Context: an optimization exercise on an open-source flow, tuned for small area. The choices shown serve that exercise and are no tape-out recipe. The RTL was checked by simulation tests, not by an equivalence proof against the original design. Power and IR drop assume default switching activity.

Design alu_pipe, start of the top module:
module alu_pipe (
  input  logic        clk,
  input  logic [4:0]  sel,
  input  logic [31:0] data1,
  input  logic [31:0] data2,
  output logic [31:0] result
);
Size: about 0.0047 mm^2 of cells after synthesis.
==> flow/config.mk <==
export PLATFORM = sky130hd
export DESIGN_NAME = alu_pipe
export DESIGN_NICKNAME = alu_pipe
export VERILOG_FILES = /design/flow/design.v
export SDC_FILE = /design/flow/constraint.sdc
export NUM_CORES = 4
export LEC_CHECK = 0
export ABC_AREA = 1
export CAP_MARGIN = 20
export CORE_MARGIN = 2
export CORE_UTILIZATION = 40
export SLEW_MARGIN = 20
==> flow/constraint.sdc <==
create_clock -name core_clock -period 4.0 [get_ports {clk}]
set_input_delay 0.8000 -clock core_clock [delete_from_list [all_inputs] [get_ports {clk}]]
set_output_delay 0.8000 -clock core_clock [all_outputs]
set_load 0.01 [all_outputs]
standard.sh (not shown) runs the stock make flow with config.mk's settings and CLKGATE_MAP_FILE= SYNTH_SCRIPT=/design/flow/synth_recipe.tcl, a recipe that flattens the netlist after the stock synthesis.
==> flow/flow/run.sh <==
#!/bin/bash
# Own layout flow: the standard ORFS flow with a few make-variable overrides.
#  - ADDER_MAP_FILE empty: no full/half-adder cell extraction; ABC maps the adder logic.
#  - port buffers use the smallest buffer (buf_1) instead of the resizer's pick.
#  - power/area recovery after global routing.
set -euo pipefail
bash standard.sh \
  ADDER_MAP_FILE= \
  "BUFFER_PORTS_ARGS=-buffer_cell sky130_fd_sc_hd__buf_1" \
  RECOVER_POWER=100 \
  finish > standard_flow.log 2>&1
Next try:
==> flow/flow/run.sh (replaced) <==
#!/bin/bash
# Own layout flow: the standard ORFS flow (standard.sh) with these changes:
#  - synthesis: the standard flow's synthesis script, with ABC mapping by flow/abc.script
#    (flow/synth_abc.tcl) and no full/half-adder cell extraction (ADDER_MAP_FILE empty);
#  - port buffers are the smallest buffer, buf_1;
#  - clock tree from clkbuf_8 cells, without dummy loads;
#  - power (and so area) recovery after global routing.
# Each tool's full output is in the ORFS logs under orfs/logs/; make's output is in standard_flow.log.
set -euo pipefail
here=$(pwd)
export OWN_ABC_SCRIPT=$here/flow/abc.script
bash standard.sh \
  SYNTH_SCRIPT=$here/flow/synth_abc.tcl \
  ADDER_MAP_FILE= \
  "BUFFER_PORTS_ARGS=-buffer_cell sky130_fd_sc_hd__buf_1" \
  "CTS_ARGS=-sink_clustering_enable -repair_clock_nets -buf_list sky130_fd_sc_hd__clkbuf_8 -root_buf sky130_fd_sc_hd__clkbuf_8 -dont_use_dummy_load" \
  RECOVER_POWER=100 \
  finish > standard_flow.log 2>&1
==> flow/flow/abc.script (new file) <==
strash
dch -f
map -B 0.9
topo
stime -c
==> flow/flow/synth_abc.tcl (new file) <==
# The standard flow's synthesis script (synth_recipe.tcl), with ABC's technology-mapping script
# replaced by the one named in OWN_ABC_SCRIPT.
proc synth {args} { yosys synth -nofsm -noshare {*}$args }

proc abc {args} {
  set i [lsearch -exact $args -script]
  if { $i >= 0 && [info exists ::env(OWN_ABC_SCRIPT)] } {
    lset args [expr {$i + 1}] $::env(OWN_ABC_SCRIPT)
  }
  puts "abc wrapper: abc $args"
  yosys abc {*}$args
}
source $::env(SCRIPTS_DIR)/synth.tcl
# left out here: clear keep_hierarchy, flatten, clean up, hide names made inside functions, write 1_2_yosys.v
Settings changed: ABC_AREA 1 to not set.
Result: The new run produced a clean layout; utilization decreases by 0.52 points; cell area decreases by about 6.5%; clock skew increases by 0.024 ns; global-route usage increases by 1.4 points; critical path depth decreases by 7; worst setup slack degrades by 0.14 ns.

========
Another version of the RTL of alu_pipe (not shown whole).
For scale: ~410 cells after synthesis, roughly 100 flip-flops, about 100 I/O pins, about 4100 sq um of cells after synthesis.
export LEC_CHECK = 0
export CAP_MARGIN = 20
export CORE_MARGIN = 2
export CORE_UTILIZATION = 40
export SETUP_SLACK_MARGIN = -0.3
export SLEW_MARGIN = 20
create_clock -name core_clock -period 4.0 [get_ports {clk}]
==> flow/flow/run.sh <==
#!/bin/bash
# Own layout flow: the standard ORFS flow (standard.sh) with these changes:
#  - synthesis (flow/synth_cells.tcl): the standard flow's synthesis script, except that the ALU's gate
#    modules are mapped one-to-one onto sky130hd cells (flow/cells_map.v) before Yosys's synth,
#    ABC maps the rest with flow/abc.script, and no full/half-adder cells are extracted;
#  - port buffers are the smallest buffer, buf_1;
#  - clock tree from clkbuf_8 cells, without dummy loads;
#  - power (and so area) recovery after global routing.
# Each tool's full output is in the ORFS logs under orfs/logs/; make's output is in standard_flow.log.
set -euo pipefail
here=$(pwd)
export OWN_ABC_SCRIPT=$here/flow/abc.script
export OWN_CELL_MAP=$here/flow/cells_map.v
bash standard.sh \
  SYNTH_SCRIPT=$here/flow/synth_cells.tcl \
  ADDER_MAP_FILE= \
  "BUFFER_PORTS_ARGS=-buffer_cell sky130_fd_sc_hd__buf_1" \
  "CTS_ARGS=-sink_clustering_enable -repair_clock_nets -buf_list sky130_fd_sc_hd__clkbuf_8 -root_buf sky130_fd_sc_hd__clkbuf_8 -dont_use_dummy_load" \
  RECOVER_POWER=100 \
  finish > standard_flow.log 2>&1
Other scripts of this flow, unchanged in this note and not shown: flow/flow/abc.script, flow/flow/cells_map.v, flow/flow/synth_cells.tcl
The baseline finished clean.
Edit:
Settings changed: SETUP_SLACK_MARGIN -0.3 to not set.
=> Count of clock-buffer cells in the layout is unchanged; setup slack improved by 0.14 ns; total power barely changes; final cell count is higher slightly; clock power barely changes; core utilization grows by 0.77 points; cell area rose slightly; sequential power is about the same; global-route usage barely changes.

========
The RTL this note starts from:
==> flow/design.v <==
module alu_pipe (
  input  logic        clk,
  input  logic [4:0]  sel,
  input  logic [31:0] data1,
  input  logic [31:0] data2,
  output logic [31:0] result
);
  logic [4:0]  sel_q;
  logic [31:0] data1_q, data2_q, alu_y;
  always_ff @(posedge clk) begin
    sel_q   <= sel;
    data1_q <= data1;
    data2_q <= data2;
    result  <= alu_y;
  end
  alu u_alu (.sel(sel_q), .data1(data1_q), .data2(data2_q), .result(alu_y));
endmodule

module alu (
  input  logic [4:0]  sel,
  input  logic [31:0] data1,
  input  logic [31:0] data2,
  output logic [31:0] result
);
  logic lo, arith, inv, cin, s_and, s_or, s_xor, s_shl, s_shr, s_sra, s_gt, s_lt;
  assign lo    = (sel[4:3] == 2'b00);
  assign arith = lo & (sel[2:1] == 2'b00);             
  assign s_and = lo & (sel[2:0] == 3'd2);
  assign s_or  = lo & (sel[2:0] == 3'd3);
  assign s_xor = lo & (sel[2:0] == 3'd4);
  assign s_shl = lo & (sel[2:0] == 3'd5);
  assign s_shr = lo & sel[2] & sel[1];                  
  assign s_sra = lo & (sel[2:0] == 3'd7);
  assign s_gt  = (sel == 5'd8);
  assign s_lt  = (sel == 5'd9);
  assign inv   = (sel == 5'd1) | s_gt | s_lt;
  assign cin   = (sel == 5'd1) | s_lt;
  logic [31:0] a, x, p, g;
  assign a = data1;
  assign x = data2 ^ {32{inv}};
  assign p = a ^ x;
  assign g = a & x;
  localparam int K = 4;
  localparam int NB = 32 / K;
  logic [32:0] c;
  logic [NB:0] cb;
  assign cb[0] = cin;
  genvar i, j;
  generate
    for (i = 0; i < NB; i++) begin : blk
      logic [K-1:0] gc;   
      logic [K-1:0] pc;   
      for (j = 0; j < K; j++) begin : bit_
        if (j == 0) begin
          assign gc[j] = g[i*K];
          assign pc[j] = p[i*K];
        end else begin
          assign gc[j] = g[i*K+j] | (p[i*K+j] & gc[j-1]);
          assign pc[j] = p[i*K+j] & pc[j-1];
        end
      end
      assign cb[i+1] = gc[K-1] | (pc[K-1] & cb[i]);
      assign c[i*K] = cb[i];
      for (j = 1; j < K; j++) begin : rip
        assign c[i*K+j] = g[i*K+j-1] | (p[i*K+j-1] & c[i*K+j-1]);
      end
    end
  endgenerate
  assign c[32] = cb[NB];
  logic [31:0] sum, lg, sh;
  assign sum = p ^ c[31:0];
  assign lg  = ({32{s_and}} & (data1 & data2)) | ({32{s_or}} & (data1 | data2)) | ({32{s_xor}} & p);
  assign sh  = ({32{s_shl}} & {a[30:0], 1'b0}) | ({32{s_shr}} & {a[31] & s_sra, a[31:1]});
  logic cmp;
  assign cmp = (s_gt & c[32]) | (s_lt & ~c[32]);
  assign result = ({32{arith}} & sum) | lg | sh | {31'd0, cmp};
endmodule
Settings: LEC_CHECK=0, CAP_MARGIN=20, CORE_MARGIN=2, CORE_UTILIZATION=40, SLEW_MARGIN=20; clock period 4.0 ns.
run.sh (not shown) runs the stock make flow with config.mk's settings and CLKGATE_MAP_FILE= SYNTH_SCRIPT=/design/flow/synth_recipe.tcl, a recipe that flattens the netlist after the stock synthesis.
Stock flow here: none of the scripts above is used.
The baseline produced a layout that fails on setup timing.
==> next run, changes <==
ABC_AREA = 1   (was default)
=>
- The new run produced a layout that fails on setup timing
- cell count fell slightly
- synthesized area falls slightly
- hold slack loses 0.036 ns
- sequential share of layout area rises by 1.4 points
- sequential power stays flat
- utilization went down by 2.1 points
- clock-buffer cell count decreases by 1
- die area goes down slightly
- routed wire length barely changes
- worst setup slack is better by 0.032 ns
- via count rose slightly
==> next run, changes <==
==> flow/flow/run.sh (new file) <==
#!/bin/bash
# Own layout flow: the standard ORFS flow with a few make-variable overrides.
#  - ADDER_MAP_FILE empty: no full/half-adder cell extraction; ABC maps the adder logic.
#  - port buffers use the smallest buffer (buf_1) instead of the resizer's pick.
#  - power/area recovery after global routing.
set -euo pipefail
bash standard.sh \
  ADDER_MAP_FILE= \
  "BUFFER_PORTS_ARGS=-buffer_cell sky130_fd_sc_hd__buf_1" \
  RECOVER_POWER=100 \
  finish > standard_flow.log 2>&1
==> flow/standard.sh (new file) <==
#!/bin/bash
# synth_recipe.tcl (not shown) runs the flow's synth.tcl, then flattens the netlist and writes it again
# the make line also repeats each setting of config.mk as NAME=value (left out here)
make -C /OpenROAD-flow-scripts/flow DESIGN_CONFIG=/design/flow/config.mk WORK_HOME=/design/flow/orfs CLKGATE_MAP_FILE= SYNTH_SCRIPT=/design/flow/synth_recipe.tcl "${@:-finish}"
removed: flow/run.sh
After rerunning:
- The new run finished clean
- first-iteration DRC count climbs by 40%
- setup slack gets better by 0.63 ns
- synthesized area climbs by 5.5%
- register-to-register slack gets better by 0.63 ns

port drivers added, routing unchanged:
Ports are ideal in the flow. The routed layouts listed here were re-timed in OpenROAD. Step 1, drivers: a clkbuf_16 drives clk and a buf_2 each remaining input, both assumed. Step 2 adds t to the input delays and takes it off the output delays; t is the mean of the earliest and latest rising clock arrival at the registers after step 1. Input paths then give back, and output paths get back, about the clock's delay inside the block. Slacks: no drivers / after step 1 / after step 2; pairs: no drivers / after step 1.
run | t (ns) | setup slack, ns | worst data-port slew with drivers (ns)
the first run of note 1 | 0.391 | 0.626 / 0.626 / 0.626 | 0.03
the second run of note 1 | 0.410 | 0.484 / 0.484 / 0.484 | 0.04
the first run of note 2 | 0.382 | 0.175 / 0.175 / 0.175 | 0.03
the second run of note 2 | 0.383 | 0.317 / 0.317 / 0.317 | 0.04
the first run of note 3 | 0.394 | -0.162 / -0.162 / -0.162 | 0.04
the second run of note 3 | 0.390 | -0.131 / -0.131 / -0.131 | 0.05
the third run of note 3 | 0.390 | 0.497 / 0.497 / 0.497 | 0.04
